Context: an optimization exercise on an open-source flow, tuned for small area and a short achievable clock period. The choices shown serve that exercise and are no tape-out recipe.
Function was checked by simulation only, so behaviour that the tests miss may differ from the original.

### design/flow/config.mk
export PLATFORM = sky130hd
export DESIGN_NAME = MACRegister
export DESIGN_NICKNAME = MACRegister
export VERILOG_FILES = /design/flow/design.v
export SDC_FILE = /design/flow/constraint.sdc
export NUM_CORES = 4
export LEC_CHECK = 0
export CAP_MARGIN = 20
export CORE_MARGIN = 2
export CORE_UTILIZATION = 40
export SETUP_SLACK_MARGIN = 1.0
export SLEW_MARGIN = 20
### design/flow/constraint.sdc
create_clock -name core_clock -period 19.0 [get_ports {clk}]
set_input_delay 3.8000 -clock core_clock [delete_from_list [all_inputs] [get_ports {clk}]]
set_output_delay 3.8000 -clock core_clock [all_outputs]
set_load 0.01 [all_outputs]
### design/flow/design.v
`timescale 1ns / 1ps
module HalfAdder(
    input a,  
    input b,  
    output f,  
    output carryOut  
    );
    xor(f, a, b);
    and(carryOut, a, b);
endmodule
`timescale 1ns / 1ps
module FullAdder(
    input a,
    input b,
    input carryIn,
    output sum,
    output carryOut
    );
    wire ha1Sum, ha1CarryOut, ha2CarryOut;
    HalfAdder halfAdder1(a, b, ha1Sum, ha1CarryOut);
    HalfAdder halfAdder2(ha1Sum, carryIn, sum, ha2CarryOut);
    or(carryOut, ha1CarryOut, ha2CarryOut);
endmodule
`timescale 1ns / 1ps
module MultiAnd16(
    input [15:0] a,
    input b,
    output [15:0] c
    );
    and(c[0], a[0], b);
    and(c[1], a[1], b);
    and(c[2], a[2], b);
    and(c[3], a[3], b);
    and(c[4], a[4], b);
    and(c[5], a[5], b);
    and(c[6], a[6], b);
    and(c[7], a[7], b);
    and(c[8], a[8], b);
    and(c[9], a[9], b);
    and(c[10], a[10], b);
    and(c[11], a[11], b);
    and(c[12], a[12], b);
    and(c[13], a[13], b);
    and(c[14], a[14], b);
    and(c[15], a[15], b);
endmodule
`timescale 1ns / 1ps
module MultiAdd15(
    input [14:0] a,
    input [14:0] b,
    input [14:0] carryIn,
    output [14:0] sum,
    output [14:0] carryOut
    );
    FullAdder fa0(a[0], b[0], carryIn[0], sum[0], carryOut[0]);  
    FullAdder fa1(a[1], b[1], carryIn[1], sum[1], carryOut[1]);
    FullAdder fa2(a[2], b[2], carryIn[2], sum[2], carryOut[2]);
    FullAdder fa3(a[3], b[3], carryIn[3], sum[3], carryOut[3]);
    FullAdder fa4(a[4], b[4], carryIn[4], sum[4], carryOut[4]);
    FullAdder fa5(a[5], b[5], carryIn[5], sum[5], carryOut[5]);
    FullAdder fa6(a[6], b[6], carryIn[6], sum[6], carryOut[6]);
    FullAdder fa7(a[7], b[7], carryIn[7], sum[7], carryOut[7]);
    FullAdder fa8(a[8], b[8], carryIn[8], sum[8], carryOut[8]);
    FullAdder fa9(a[9], b[9], carryIn[9], sum[9], carryOut[9]);
    FullAdder fa10(a[10], b[10], carryIn[10], sum[10], carryOut[10]);
    FullAdder fa11(a[11], b[11], carryIn[11], sum[11], carryOut[11]);
    FullAdder fa12(a[12], b[12], carryIn[12], sum[12], carryOut[12]);
    FullAdder fa13(a[13], b[13], carryIn[13], sum[13], carryOut[13]);
    FullAdder fa14(a[14], b[14], carryIn[14], sum[14], carryOut[14]);
endmodule
`timescale 1ns / 1ps
module ArrayMultiplier(
    input [15:0] a,
    input [15:0] b,
    output [31:0] f
    );
    wire [15:0] tmpAnd [0:15];
    wire [14:0] tmpSum [0:14];
    wire [14:0] tmpCarry [0:15];
    MultiAnd16 and0(a, b[0], tmpAnd[0]);
    MultiAnd16 and1(a, b[1], tmpAnd[1]);
    MultiAnd16 and2(a, b[2], tmpAnd[2]);
    MultiAnd16 and3(a, b[3], tmpAnd[3]);
    MultiAnd16 and4(a, b[4], tmpAnd[4]);
    MultiAnd16 and5(a, b[5], tmpAnd[5]);
    MultiAnd16 and6(a, b[6], tmpAnd[6]);
    MultiAnd16 and7(a, b[7], tmpAnd[7]);
    MultiAnd16 and8(a, b[8], tmpAnd[8]);
    MultiAnd16 and9(a, b[9], tmpAnd[9]);
    MultiAnd16 and10(a, b[10], tmpAnd[10]);
    MultiAnd16 and11(a, b[11], tmpAnd[11]);
    MultiAnd16 and12(a, b[12], tmpAnd[12]);
    MultiAnd16 and13(a, b[13], tmpAnd[13]);
    MultiAnd16 and14(a, b[14], tmpAnd[14]);
    MultiAnd16 and15(a, b[15], tmpAnd[15]);
    MultiAdd15 add0(tmpAnd[0][15:1], tmpAnd[1][14:0], 15'd0, tmpSum[0], tmpCarry[0]);
    MultiAdd15 add1({tmpAnd[1][15], tmpSum[0][14:1]}, tmpAnd[2][14:0], tmpCarry[0], tmpSum[1], tmpCarry[1]);
    MultiAdd15 add2({tmpAnd[2][15], tmpSum[1][14:1]}, tmpAnd[3][14:0], tmpCarry[1], tmpSum[2], tmpCarry[2]);
    MultiAdd15 add3({tmpAnd[3][15], tmpSum[2][14:1]}, tmpAnd[4][14:0], tmpCarry[2], tmpSum[3], tmpCarry[3]);
    MultiAdd15 add4({tmpAnd[4][15], tmpSum[3][14:1]}, tmpAnd[5][14:0], tmpCarry[3], tmpSum[4], tmpCarry[4]);
    MultiAdd15 add5({tmpAnd[5][15], tmpSum[4][14:1]}, tmpAnd[6][14:0], tmpCarry[4], tmpSum[5], tmpCarry[5]);
    MultiAdd15 add6({tmpAnd[6][15], tmpSum[5][14:1]}, tmpAnd[7][14:0], tmpCarry[5], tmpSum[6], tmpCarry[6]);
    MultiAdd15 add7({tmpAnd[7][15], tmpSum[6][14:1]}, tmpAnd[8][14:0], tmpCarry[6], tmpSum[7], tmpCarry[7]);
    MultiAdd15 add8({tmpAnd[8][15], tmpSum[7][14:1]}, tmpAnd[9][14:0], tmpCarry[7], tmpSum[8], tmpCarry[8]);
    MultiAdd15 add9({tmpAnd[9][15], tmpSum[8][14:1]}, tmpAnd[10][14:0], tmpCarry[8], tmpSum[9], tmpCarry[9]);
    MultiAdd15 add10({tmpAnd[10][15], tmpSum[9][14:1]}, tmpAnd[11][14:0], tmpCarry[9], tmpSum[10], tmpCarry[10]);
    MultiAdd15 add11({tmpAnd[11][15], tmpSum[10][14:1]}, tmpAnd[12][14:0], tmpCarry[10], tmpSum[11], tmpCarry[11]);
    MultiAdd15 add12({tmpAnd[12][15], tmpSum[11][14:1]}, tmpAnd[13][14:0], tmpCarry[11], tmpSum[12], tmpCarry[12]);
    MultiAdd15 add13({tmpAnd[13][15], tmpSum[12][14:1]}, tmpAnd[14][14:0], tmpCarry[12], tmpSum[13], tmpCarry[13]);
    MultiAdd15 add14({tmpAnd[14][15], tmpSum[13][14:1]}, tmpAnd[15][14:0], tmpCarry[13], tmpSum[14], tmpCarry[14]);
    FullAdder add15(tmpSum[14][1], tmpCarry[14][0], 1'b0, f[16], tmpCarry[15][0]);
    FullAdder add16(tmpSum[14][2], tmpCarry[14][1], tmpCarry[15][0], f[17], tmpCarry[15][1]);
    FullAdder add17(tmpSum[14][3], tmpCarry[14][2], tmpCarry[15][1], f[18], tmpCarry[15][2]);
    FullAdder add18(tmpSum[14][4], tmpCarry[14][3], tmpCarry[15][2], f[19], tmpCarry[15][3]);
    FullAdder add19(tmpSum[14][5], tmpCarry[14][4], tmpCarry[15][3], f[20], tmpCarry[15][4]);
    FullAdder add20(tmpSum[14][6], tmpCarry[14][5], tmpCarry[15][4], f[21], tmpCarry[15][5]);
    FullAdder add21(tmpSum[14][7], tmpCarry[14][6], tmpCarry[15][5], f[22], tmpCarry[15][6]);
    FullAdder add22(tmpSum[14][8], tmpCarry[14][7], tmpCarry[15][6], f[23], tmpCarry[15][7]);
    FullAdder add23(tmpSum[14][9], tmpCarry[14][8], tmpCarry[15][7], f[24], tmpCarry[15][8]);
    FullAdder add24(tmpSum[14][10], tmpCarry[14][9], tmpCarry[15][8], f[25], tmpCarry[15][9]);
    FullAdder add25(tmpSum[14][11], tmpCarry[14][10], tmpCarry[15][9], f[26], tmpCarry[15][10]);
    FullAdder add26(tmpSum[14][12], tmpCarry[14][11], tmpCarry[15][10], f[27], tmpCarry[15][11]);
    FullAdder add27(tmpSum[14][13], tmpCarry[14][12], tmpCarry[15][11], f[28], tmpCarry[15][12]);
    FullAdder add28(tmpSum[14][14], tmpCarry[14][13], tmpCarry[15][12], f[29], tmpCarry[15][13]);
    FullAdder add29(tmpAnd[15][15], tmpCarry[14][14], tmpCarry[15][13], f[30], f[31]);
    assign f[0] = tmpAnd[0][0];
    assign f[1] = tmpSum[0][0];
    assign f[2] = tmpSum[1][0];
    assign f[3] = tmpSum[2][0];
    assign f[4] = tmpSum[3][0];
    assign f[5] = tmpSum[4][0];
    assign f[6] = tmpSum[5][0];
    assign f[7] = tmpSum[6][0];
    assign f[8] = tmpSum[7][0];
    assign f[9] = tmpSum[8][0];
    assign f[10] = tmpSum[9][0];
    assign f[11] = tmpSum[10][0];
    assign f[12] = tmpSum[11][0];
    assign f[13] = tmpSum[12][0];
    assign f[14] = tmpSum[13][0];
    assign f[15] = tmpSum[14][0];
endmodule
`timescale 1ns / 1ps
module RippleAdder8(
    input [7:0] a,
    input [7:0] b,
    input carryIn,
    output [7:0] sum,
    output carryOut
    );
    wire tmpCarry [0:6];
    FullAdder fa0(a[0], b[0], carryIn, sum[0], tmpCarry[0]);  
    FullAdder fa1(a[1], b[1], tmpCarry[0], sum[1], tmpCarry[1]);
    FullAdder fa2(a[2], b[2], tmpCarry[1], sum[2], tmpCarry[2]);
    FullAdder fa3(a[3], b[3], tmpCarry[2], sum[3], tmpCarry[3]);
    FullAdder fa4(a[4], b[4], tmpCarry[3], sum[4], tmpCarry[4]);
    FullAdder fa5(a[5], b[5], tmpCarry[4], sum[5], tmpCarry[5]);
    FullAdder fa6(a[6], b[6], tmpCarry[5], sum[6], tmpCarry[6]);
    FullAdder fa7(a[7], b[7], tmpCarry[6], sum[7], carryOut);  
endmodule
`timescale 1ns / 1ps
module Adder32(
    input [31:0] a,
    input [31:0] b,
    output [31:0] sum,
    output carryOut
    );
    wire tmpCarry [0:2];
    RippleAdder8 add0(a[7:0], b[7:0], 1'b0, sum[7:0], tmpCarry[0]);
    RippleAdder8 add1(a[15:8], b[15:8], tmpCarry[0], sum[15:8], tmpCarry[1]);
    RippleAdder8 add2(a[23:16], b[23:16], tmpCarry[1], sum[23:16], tmpCarry[2]);
    RippleAdder8 add3(a[31:24], b[31:24], tmpCarry[2], sum[31:24], carryOut);
endmodule
`timescale 1ns / 1ps
module MACRegister(
    input clk,
    input rst,
    input [1:0] opcode,
    input [15:0] a,
    input [15:0] b,
    output [31:0] dataOut
    );
    reg [31:0] register;
    assign dataOut = register;
    wire [31:0] product;
    wire [31:0] sum;
    ArrayMultiplier multiplier(a, b, product);
    Adder32 adder(register, product, sum);
    always @ (posedge clk) begin
        if (rst)
            register <= 32'd0;
        else case (opcode)
            2'd1:  
                register <= {a, b};
            2'd2:  
                register <= sum;
        endcase
    end
endmodule
### design/flow/run.sh
#!/bin/bash
# synth_recipe.tcl (not shown) runs the flow's synth.tcl, then flattens the netlist and writes it again
# the make line also repeats each setting of config.mk as NAME=value (left out here)
make -C /OpenROAD-flow-scripts/flow DESIGN_CONFIG=/design/flow/config.mk WORK_HOME=/design/flow/orfs CLKGATE_MAP_FILE= SYNTH_SCRIPT=/design/flow/synth_recipe.tcl finish
==> metrics.md <==
| Metric | Value |
|---|---|
| Post-synthesis adder-cell area fraction | `0.578` |
| Main combinational cell family by area after synthesis | `adder cells` |
| EDFF count, synth | `0` |
| Library cells used by synthesis | `23` |
| Initial DRT Pass Iterations | `4` |
| Critical Path Start Type | `input port` |
| Synth warn | `4` |
| Area Growth Syn to Fin | `10.9%` |
| Count of nets left with antenna violations after detail routing | `0` |
| Multiplexer share of the synthesized area | `0.00232` |
| Worst Max-Slew Pin Slew | `0.668 ns` |
| Largest registers | `register: 32 flops` |
| Status | `complete, no violations` |
| Area occupied by multi-input gates | `7650 um^2` |
| Hold Slack | `0.480 ns` |
| DP Worst Slack | `0.0241 ns` |
| HPWL Detailed | `13500 um` |
| Clock-pin transition on the worst setup and hold timing paths | `0.06 ns` |
| GRT Resource Usage Total | `0.144` |
| Core footprint | `22600 um^2` |
| Worst-case clock buffer depth | `2` |
| Most frequent cells in the layout | `and2_1 (192), fa_1 (190), inv_1 (159), nand2_1 (92), fa_2 (64)` |
| Skew-Pair Late Insertion Delay | `0.29 ns` |
| Post-Synth XOR/XNOR Area | `0.000954` |
| # fillers | `2219` |
| Overall via count from detail_route | `5828` |
| Fraction of synthesis flops using an asynchronous set or reset pin | `0` |
| Via density per instance | `4.76` |
| Inserted Clock Buffers | `5` |
| Ranking of synthesized cells by area | `fa_1 (55%), and2_1 (13%), dfxtp_1 (7.0%), inv_1 (6.6%), nand2_1 (3.8%)` |
| Syn Std Cell Area | `9190 um^2` |
| H-tree depth | `2` |
| Total length of routed wires | `15500 um` |
| Post-synth top flop | `dfxtp_1` |
| CP Data Required Time | `19.20 ns` |
| Final RePlAce weighted congestion | `0.758` |
| Port Buf Inserts | `67` |
| Total negative slack | `0 ns` |
| Mean instance size in the synthesized netlist | `9.83 um^2` |
| Largest register FFs | `32` |
| Register ranked first by flip-flop count | `register` |
| Max Cap Violations | `0` |
| Wire length per cell after detailed routing | `12.7 um` |
| Die X-Extent | `156 um` |
| Final Worst Setup Slack | `1.36 ns` |
| Height of the die | `156 um` |
| Root buffer selected by CTS | `clkbuf_16` |
| Top fanout value on the critical path | `9` |
| DRC viols | `0` |
| Sequential element share of the synthesized area | `0.0697` |
| Final setup vio count | `0` |
| Max Clock Skew | `0.00345 ns` |
| Net count after synthesis | `1242` |
| Num ports | `68` |
| Critical Path Sink Type | `register` |
| Via count of the first global-routing pass | `6578` |
| Initial antenna violation count | `0` |
| Placement Rows | `55` |
| Instance area after placement | `9910 um^2` |
| Highest clock frequency the design can meet | `56.7 MHz` |
| Slowest cell delay on critical path | `0.59 ns` |
| Die area | `24200 um^2` |
| Sequential standard cell area | `641 um^2` |
| Post-route clock period utilization | `0.928` |
| Area of all placed cells without fillers | `10200 um^2` |
| Final Critical Period | `17.64 ns` |
| Most Frequent Cell on Critical Path | `fa_2` |
| Drt initial violations | `159` |
| # placed instances | `1215` |
| Pins over their slew limit | `0` |
| Hold Fails Final Rpt | `0` |
| Master of the slowest instance on the critical path | `fa_2` |
| Seq cells post-synth | `32` |
| Post-synthesis cell count | `934` |
| Clock tree from TritonCTS | `done` |
| Setup repair after global routing missed its margin | `false` |
| Layout cell share with drive strength beyond 1 | `0.107` |
| Data arrival time of the critical path | `17.83 ns` |
| Antenna cells | `0` |
| Total number of nets in the final design | `1247` |
| Global route overflow | `0` |
| Worst Hold Class | `register to register` |
| Compound-gate portion of the synthesized area | `0.0445` |
| Number of clock sinks | `32` |
| Simple-Gate Fraction of Synth Area | `0.188` |
| Most common cell after layout, fill and taps aside | `and2_1` |
| Area fraction of the dominant cell type after synthesis | `0.554` |
| Final standard cell count with taps included and fillers excluded | `1225` |
| Largest net degree at the start of global routing | `65` |
| First-pass GRT wire length | `29200 um` |
| Cell taking the most area after synthesis | `fa_1` |
| Starting Density | `0.407` |
| Max_slew headroom | `0.554` |
| Worst setup path category | `input port to register` |
==> metrics by stage <==
stage	utilization
after global placement	0.439
after floorplan	-
after detailed placement	0.439
after CTS	0.447
final	0.451
after global routing	0.451
==> critical path: cells and delay by family <==
family | cells | cell delay [ns]
compound gates | 1 | 0.12
buf+inv | 5 | 0.45
simple gates | 2 | 0.26
fa+ha+maj | 31 | 12.96
xor+xnor | 1 | 0.20
==> cell usage after synthesis (3+ instances only) <==
cell / n
a211oi_1: 3
nor2b_1: 6
buf_4: 32
clkbuf_1: 42
a21oi_1: 27
buf_2: 5
a211o_1: 27
and2_1: 192
fa_1: 254
nand2_1: 92
nor2_1: 29
nor3_1: 3
inv_1: 161
dfxtp_1: 32
ha_1: 18
buf_6: 4
==> final timing paths <==
check,start,endpoint,slack (ns),cells after the start
worst max register to register,register[0],register[31],6.16,35
worst min register to register,register[3],register[3],0.48,2
worst min-delay path,register[3],register[3],0.48,2
worst max-delay path,b[0],register[31],1.36,40
==> what timing repair did <==
| action | in CTS | in global routing |
|---|---|---|
| pin swaps | 40 | 70 |
| endpoints found under the setup margin | 3 | 3 |
| buffers inserted | 0 | 1 |
| gates resized for setup | 33 | 52 |
| hold buffers | 0 | 0 |
| gates cloned | 0 | 1 |
==> cell families after synthesis <==
logic type / after synthesis
and+or+nand+nor: 324
adders and majority gates: 272
buffers and inverters: 244
AOI/OAI and AO/OA: 59
DFF: 32
muxes: 2
xor gates and xnor gates: 1
==> per-layer routing <==
metal / global-route usage / wire length, um / vias to the layer above
li1: - / - / 2693
met1: 0.181 / 7160 / 3073
met2: 0.272 / 7940 / 56
met3: 0.0167 / 313 / 6
met4: 0.0210 / 93 / 0
met5: 0 / 0 / -
==> cell type report <==
type	instances	share of cell area
clock buffer	5	0.0123
clock inverter	3	0.00184
inverter	161	0.0594
multi-input combinational	658	0.751
sequential	32	0.0629
tap	285	0.0350
timing repair buffer	81	0.0772

re-timing with driven ports:
No port has a modelled driver above. Below, the same layout with a new extraction and two added sets of constraints. Step 1, drivers: a clkbuf_16 drives clk and a buf_2 each remaining input, both assumed. Step 2 times the ports against the registers' clock, not the clock port: input delays grow and output delays shrink by t, the midpoint of the rising clock arrivals with the driver on. a / b / c = ideal ports / drivers / drivers and shift; a / b = the first two.
t (ns): 0.329
setup WS [ns]: 1.365 / 1.386 / 1.058
hold WS [ns]: 0.480 / 0.480 / 0.480
clock arrival spread, ns: 0.003 / 0.003
pins driven straight from the clock port: 1
After both steps setup and hold are still met in this run. The setup slack of this run moves by +0.021 ns with the drivers and by -0.307 ns with both steps.
